This design comes from an exercise in tuning for small area and a short achievable clock period on the open sky130 flow, not from production work.
In this exercise RTL edits were held to simulation tests only and were not proved equivalent to the original.
Power is estimated from default activity; no workload was simulated.

zinc:
// simd_vector_mac
module simd_vector_mac (
    input clk,
    input rst_n,
    input valid_i,
    input start_i,
    input last_i,
    input [63:0] A,
    input [63:0] B,
    output vector_mac_valid_o,
    output [37:0] vector_mac_data_o
);
Size in the first run: about 170 I/O pins, about 36,000 µm² of cells after synthesis.
==> flow/config.mk <==
export PLATFORM = sky130hd
export DESIGN_NAME = simd_vector_mac
export DESIGN_NICKNAME = simd_vector_mac
export VERILOG_FILES = /design/flow/design.v
export SDC_FILE = /design/flow/constraint.sdc
export NUM_CORES = 4
export LEC_CHECK = 0
export ABC_AREA = 1
export CAP_MARGIN = 20
export CORE_MARGIN = 2
export CORE_UTILIZATION = 40
export SETUP_SLACK_MARGIN = 1.8
export SLEW_MARGIN = 20
==> flow/constraint.sdc <==
create_clock -name core_clock -period 4.5 [get_ports {clk}]
set_input_delay 0.9000 -clock core_clock [delete_from_list [all_inputs] [get_ports {clk}]]
set_output_delay 0.9000 -clock core_clock [all_outputs]
set_load 0.01 [all_outputs]
standard.sh (not shown) runs the stock make flow with config.mk's settings and CLKGATE_MAP_FILE= SYNTH_SCRIPT=/design/flow/synth_recipe.tcl, a recipe that flattens the netlist after the stock synthesis.
==> flow/flow/run.sh <==
#!/bin/bash
# Standard layout, with one netlist step between synthesis and floorplan: bubble2.py chooses the
# polarity of the full-adder cells, fa(~a,~b,~c) = ~fa(a,b,c), and of gates that have a
# complemented twin, so that the netlist needs fewer inverters. Registers are not touched.
# Port buffers are buf_2 cells instead of the delay cells buffer_ports picks by itself.
set -euo pipefail
R=$PWD/orfs/results/$FLOW_PLATFORM/simd_vector_mac/base
LIB=$FLOW_HOME/platforms/$FLOW_PLATFORM/lib/sky130_fd_sc_hd__tt_025C_1v80.lib
bash standard.sh "$R/1_2_yosys.v" > synth.log 2>&1
cp "$R/1_2_yosys.v" "$PWD/1_2_yosys_standard.v"
python3 flow/bubble2.py "$LIB" "$PWD/1_2_yosys_standard.v" "$R/1_2_yosys.v" > bubble.log 2>&1
export BUFFER_PORTS_ARGS="-buffer_cell sky130_fd_sc_hd__buf_2"
bash standard.sh finish > layout.log 2>&1
Other scripts of this flow, unchanged in this note and not shown: flow/flow/bubble2.py
--- input diff zinc..amber ---
- an added PLACE_DENSITY of 0.8
## What came out
amber vs zinc: non-clock buffer count up in amber. Compared to zinc, amber has minimum period implied by the final worst setup slack 30 ps lower. zinc → amber: sequential cell area shows no meaningful change, critical path depth now smaller, post-cts sizing count saw an increase. In amber, the power came out 3.2% above the value in zinc. amber and zinc ended up with nearly the same sequential portion of the cell area.
Modified inputs, cedar compared to amber
- swapping 1.8 for 1.9 in SETUP_SLACK_MARGIN
### Flow results
- amber and cedar all finish clean.
- Compared with amber, first-pass GRT wire length in cedar increased slightly.
- Between cedar and amber, it is cedar whose minimum clock period after layout is higher, by 9.3 ps.
- Taking amber as the reference, in cedar total power rose 0.94%; global routing usage summed across all routing layers essentially unchanged; final worst slack shrank by 9.3 ps; routed wire length went up 2.3%; number of max-slew violations in the final report held.
Input changes introduced in pepper (baseline for comparison: cedar):
- a deleted PLACE_DENSITY that had been 0.8
- a change of SETUP_SLACK_MARGIN from 1.9 to 1.8
- an added CTS_BUF_LIST of sky130_fd_sc_hd__clkbuf_4 sky130_fd_sc_hd__clkbuf_8
Notes after the runs:
Looking at top routing layer in use, the met5 result is from cedar; the met4 one comes from pepper.
Re worst hold-check slack: pepper and cedar aren't equal, and the lower value belongs to cedar.
Tightest slew margin relative to the limit delta for pepper relative to cedar: 11 points higher
Clock tree buffer count of the final layout was lower in cedar than in pepper.
pepper: PASS, flow complete, no timing, DRC or antenna violations
On combinational share of power, the higher figure sits with cedar, not pepper.

---

simd_vector_mac, a different RTL version from the one above (not shown whole).
For scale: roughly 42000 um2 of cells after synthesis.
export LEC_CHECK = 0
export ABC_AREA = 1
export CAP_MARGIN = 20
export CORE_MARGIN = 2
export CORE_UTILIZATION = 40
export PLACE_DENSITY = 0.8
export SETUP_SLACK_MARGIN = 2.3
export SLEW_MARGIN = 20
create_clock -name core_clock -period 4.5 [get_ports {clk}]
Scripts as last shown in full above: flow/flow/run.sh
Other scripts of this flow, unchanged in this note and not shown: flow/flow/bubble2.py
Rerun with:
--- a/flow/config.mk
+++ b/flow/config.mk
@@ -11,4 +11,4 @@
 export CORE_UTILIZATION = 40
 export PLACE_DENSITY = 0.8
-export SETUP_SLACK_MARGIN = 2.3
+export SETUP_SLACK_MARGIN = 2.35
 export SLEW_MARGIN = 20
Outcome: Die area is unchanged; maximum frequency goes down by a few percent; cell area goes up slightly; cell count goes up slightly; setup slack gets worse by 0.055 ns; synthesized cell count does not change.
Rerun with:
--- a/flow/config.mk
+++ b/flow/config.mk
@@ -11,4 +11,4 @@
 export CORE_UTILIZATION = 40
 export PLACE_DENSITY = 0.8
-export SETUP_SLACK_MARGIN = 2.35
+export SETUP_SLACK_MARGIN = 2.4
 export SLEW_MARGIN = 20
The new run finished clean; design area is higher by a few percent; routed wire length is lower slightly; final cell count is higher slightly; power is higher slightly; flip-flop and latch count is unchanged; global-route usage is lower by 0.35 points.
Rerun with:
--- a/flow/config.mk
+++ b/flow/config.mk
@@ -10,5 +10,6 @@
 export CORE_MARGIN = 2
 export CORE_UTILIZATION = 40
+export GPL_ROUTABILITY_DRIVEN = 0
 export PLACE_DENSITY = 0.8
-export SETUP_SLACK_MARGIN = 2.4
+export SETUP_SLACK_MARGIN = 2.3
 export SLEW_MARGIN = 20
After rerunning: The changed run completed without violations; design area fell by 3.9%; flip-flop and latch count stays the same; total power rose by 0.54%; first-iteration DRC count goes up by 5.6%.
Rerun with:
--- a/flow/config.mk
+++ b/flow/config.mk
@@ -10,5 +10,5 @@
 export CORE_MARGIN = 2
 export CORE_UTILIZATION = 40
-export GPL_ROUTABILITY_DRIVEN = 0
+export CTS_BUF_LIST = sky130_fd_sc_hd__clkbuf_4 sky130_fd_sc_hd__clkbuf_8
 export PLACE_DENSITY = 0.8
 export SETUP_SLACK_MARGIN = 2.3
Synthesized cell count stays the same.
Fmax went up by about 1.3%.
Final area is about the same.
Worst setup slack improves by 0.029 ns.
Total power shrinks by about 3.7%.
Cell count goes up by about 1.7%.

---

Another version of the RTL of simd_vector_mac (not shown whole).
For scale: ~170 I/O pins, roughly 41000 um^2 of cells after synthesis.
clock: 4.5 ns
lec_check: 0
abc_area: 1
cap_margin: 20
core_margin: 2
core_utilization: 40
place_density: 0.8
setup_slack_margin: 2.4
slew_margin: 20
Scripts as last shown in full above: flow/flow/run.sh
Other scripts of this flow, unchanged in this note and not shown: flow/flow/bubble2.py
Edit:
Settings changed: SETUP_SLACK_MARGIN 2.4 to 2.6.
The new run finished clean.
Sequential power is about the same.
Wire length went up by 15%.
Worst hold slack gets worse by 0.012 ns.
Core utilization is higher by 6.1 points.
Clock skew increases by 0.0081 ns.
Edit:
Settings changed: SETUP_SLACK_MARGIN 2.6 to 2.3.
Outcome: Non-clock buffer count fell by 234; wire length fell by about a fifth; via count fell by roughly a tenth; power falls by roughly a tenth; synthesized area stays the same; final area drops by about a fifth; core utilization goes down by 8.7 points; hold slack is better by 0.0056 ns; combinational power shrinks by about a fifth; worst setup slack gets better by 0.13 ns; cell count goes down by a few percent.
Edit:
Settings changed: SETUP_SLACK_MARGIN 2.3 to 2.2.
Count of clock-buffer cells in the layout rose by 10.
Cell area goes down by 3.8%.
Clock skew falls by 0.0069 ns.
Clock power stays flat.
Die area does not change.

---

Setup of alpha:
simd_vector_mac with an RTL version that a note above also has.
Size in the first run: about 3600 cells after synthesis, about 0.036 mm2 of cells after synthesis.
export LEC_CHECK = 0
export ABC_AREA = 1
export CAP_MARGIN = 20
export CORE_MARGIN = 2
export CORE_UTILIZATION = 40
export SETUP_SLACK_MARGIN = 1.8
export SLEW_MARGIN = 20
create_clock -name core_clock -period 4.5 [get_ports {clk}]
==> flow/flow/run.sh <==
#!/bin/bash
# Standard layout, with one netlist step between synthesis and floorplan: bubble2.py chooses the
# polarity of the full-adder cells, fa(~a,~b,~c) = ~fa(a,b,c), and of gates that have a
# complemented twin, so that the netlist needs fewer inverters. Registers are not touched.
# Port buffers are buf_1 cells instead of the delay cells buffer_ports picks by itself.
set -euo pipefail
R=$PWD/orfs/results/$FLOW_PLATFORM/simd_vector_mac/base
LIB=$FLOW_HOME/platforms/$FLOW_PLATFORM/lib/sky130_fd_sc_hd__tt_025C_1v80.lib
bash standard.sh "$R/1_2_yosys.v" > synth.log 2>&1
cp "$R/1_2_yosys.v" "$PWD/1_2_yosys_standard.v"
python3 flow/bubble2.py "$LIB" "$PWD/1_2_yosys_standard.v" "$R/1_2_yosys.v" > bubble.log 2>&1
export BUFFER_PORTS_ARGS="-buffer_cell sky130_fd_sc_hd__buf_1"
bash standard.sh finish > layout.log 2>&1
Other scripts of this flow, unchanged in this note and not shown: flow/flow/bubble2.py
diff inputs: alpha => beta
Settings: an added PLACE_DENSITY of 0.8; a change of SETUP_SLACK_MARGIN from 1.8 to 2.0.
diff --git a/flow/flow/run.sh b/flow/flow/run.sh
--- a/flow/flow/run.sh
+++ b/flow/flow/run.sh
@@ -4,3 +4,3 @@
 # complemented twin, so that the netlist needs fewer inverters. Registers are not touched.
-# Port buffers are buf_1 cells instead of the delay cells buffer_ports picks by itself.
+# Port buffers are buf_2 cells instead of the delay cells buffer_ports picks by itself.
 set -euo pipefail
@@ -11,3 +11,3 @@
 python3 flow/bubble2.py "$LIB" "$PWD/1_2_yosys_standard.v" "$R/1_2_yosys.v" > bubble.log 2>&1
-export BUFFER_PORTS_ARGS="-buffer_cell sky130_fd_sc_hd__buf_1"
+export BUFFER_PORTS_ARGS="-buffer_cell sky130_fd_sc_hd__buf_2"
 bash standard.sh finish > layout.log 2>&1
[summary]
Result for beta and alpha: all clean
In the reports for beta and alpha, the smaller number of gates on the worst path with buffers counted belongs to beta.
Number of clock-tree buffers in the layout (beta vs. alpha) decreases by a few percent
beta against alpha: data-path buffer share of cell area in the final layout now sits higher; clock power now sits lower; final standard cell area without fillers now sits higher; non-clock buffer count now sits higher; total wirelength of the detailed-routed design now sits higher.
In beta relative to alpha, total via count in the routed design had gone up by a little under 10%.
First-pass GRT wire length in beta vs alpha: up 3.9%
alpha reports its source of the critical timing path as B[11] while beta reports t6_40.
Looking only at total area of multi-input combinational cells, and setting everything else aside, the lower value of beta and alpha goes to alpha.
Of the two values seen for commonest non-fill, non-tap cell in the layout, sky130_fd_sc_hd__fa_1 was produced by alpha and sky130_fd_sc_hd__dfxtp_1 by beta.
Compared alpha against beta; number of ordinary inverters in the final layout within noise.

[static timing again, ports no longer ideal]
Ports are ideal in the flow. The routed layouts listed here were re-timed in OpenROAD.
Step 1 assumes that a clkbuf_16 drives the clock port and a buf_2 every other input.
Step 2 adds t to the input delays and takes it off the output delays; t is the mean of the earliest and latest rising clock arrival at the registers after step 1. Input paths then give back, and output paths get back, about the clock's delay inside the block.
Slacks: ideal / step 1 / step 2; pairs: ideal / step 1.
| run | shift t [ns] | setup WS [ns] | worst hold slack (ns) | latest minus earliest clock arrival (ns) | cell pins on the clock port's net |
|---|---|---|---|---|---|
| zinc | 0.689 | 1.736 / 1.784 / 1.096 | 0.126 / 0.080 / 0.346 | 0.033 / 0.034 | 1 |
| amber | 0.676 | 1.766 / 1.766 / 1.137 | 0.134 / 0.093 / 0.346 | 0.039 / 0.040 | 1 |
| cedar | 0.682 | 1.757 / 1.757 / 1.191 | 0.133 / 0.089 / 0.346 | 0.038 / 0.038 | 1 |
| pepper | 0.746 | 1.744 / 1.780 / 1.044 | 0.335 / 0.288 / 0.347 | 0.038 / 0.039 | 1 |
| the first run of note 2 | 0.700 | 2.275 / 2.275 / 1.630 | 0.120 / 0.072 / 0.329 | 0.046 / 0.045 | 1 |
| the second run of note 2 | 0.710 | 2.220 / 2.220 / 1.574 | 0.114 / 0.070 / 0.328 | 0.040 / 0.039 | 1 |
| the third run of note 2 | 0.699 | 2.310 / 2.310 / 1.719 | 0.134 / 0.085 / 0.325 | 0.033 / 0.033 | 1 |
| the fourth run of note 2 | 0.714 | 2.209 / 2.228 / 1.528 | 0.115 / 0.067 / 0.329 | 0.027 / 0.027 | 1 |
| the fifth run of note 2 | 0.817 | 2.238 / 2.279 / 1.462 | 0.286 / 0.246 / 0.329 | 0.054 / 0.054 | 1 |
| the first run of note 3 | 0.710 | 2.214 / 2.214 / 1.593 | 0.126 / 0.078 / 0.315 | 0.022 / 0.023 | 1 |
| the second run of note 3 | 0.726 | 2.064 / 2.064 / 1.582 | 0.114 / 0.059 / 0.347 | 0.029 / 0.029 | 1 |
| the third run of note 3 | 0.710 | 2.195 / 2.195 / 1.572 | 0.119 / 0.076 / 0.334 | 0.031 / 0.032 | 1 |
| the fourth run of note 3 | 0.700 | 2.111 / 2.161 / 1.462 | 0.141 / 0.096 / 0.327 | 0.023 / 0.023 | 1 |
| alpha | 0.691 | 1.763 / 1.774 / 1.114 | 0.196 / 0.155 / 0.349 | 0.029 / 0.029 | 1 |
| beta | 0.670 | 1.760 / 1.760 / 1.263 | 0.133 / 0.088 / 0.348 | 0.039 / 0.040 | 1 |
After both steps setup and hold are still met in every run listed. For the fifth run of note 2, which loses most, drivers alone change the setup slack by +0.041 ns; drivers and shift together by -0.776 ns.
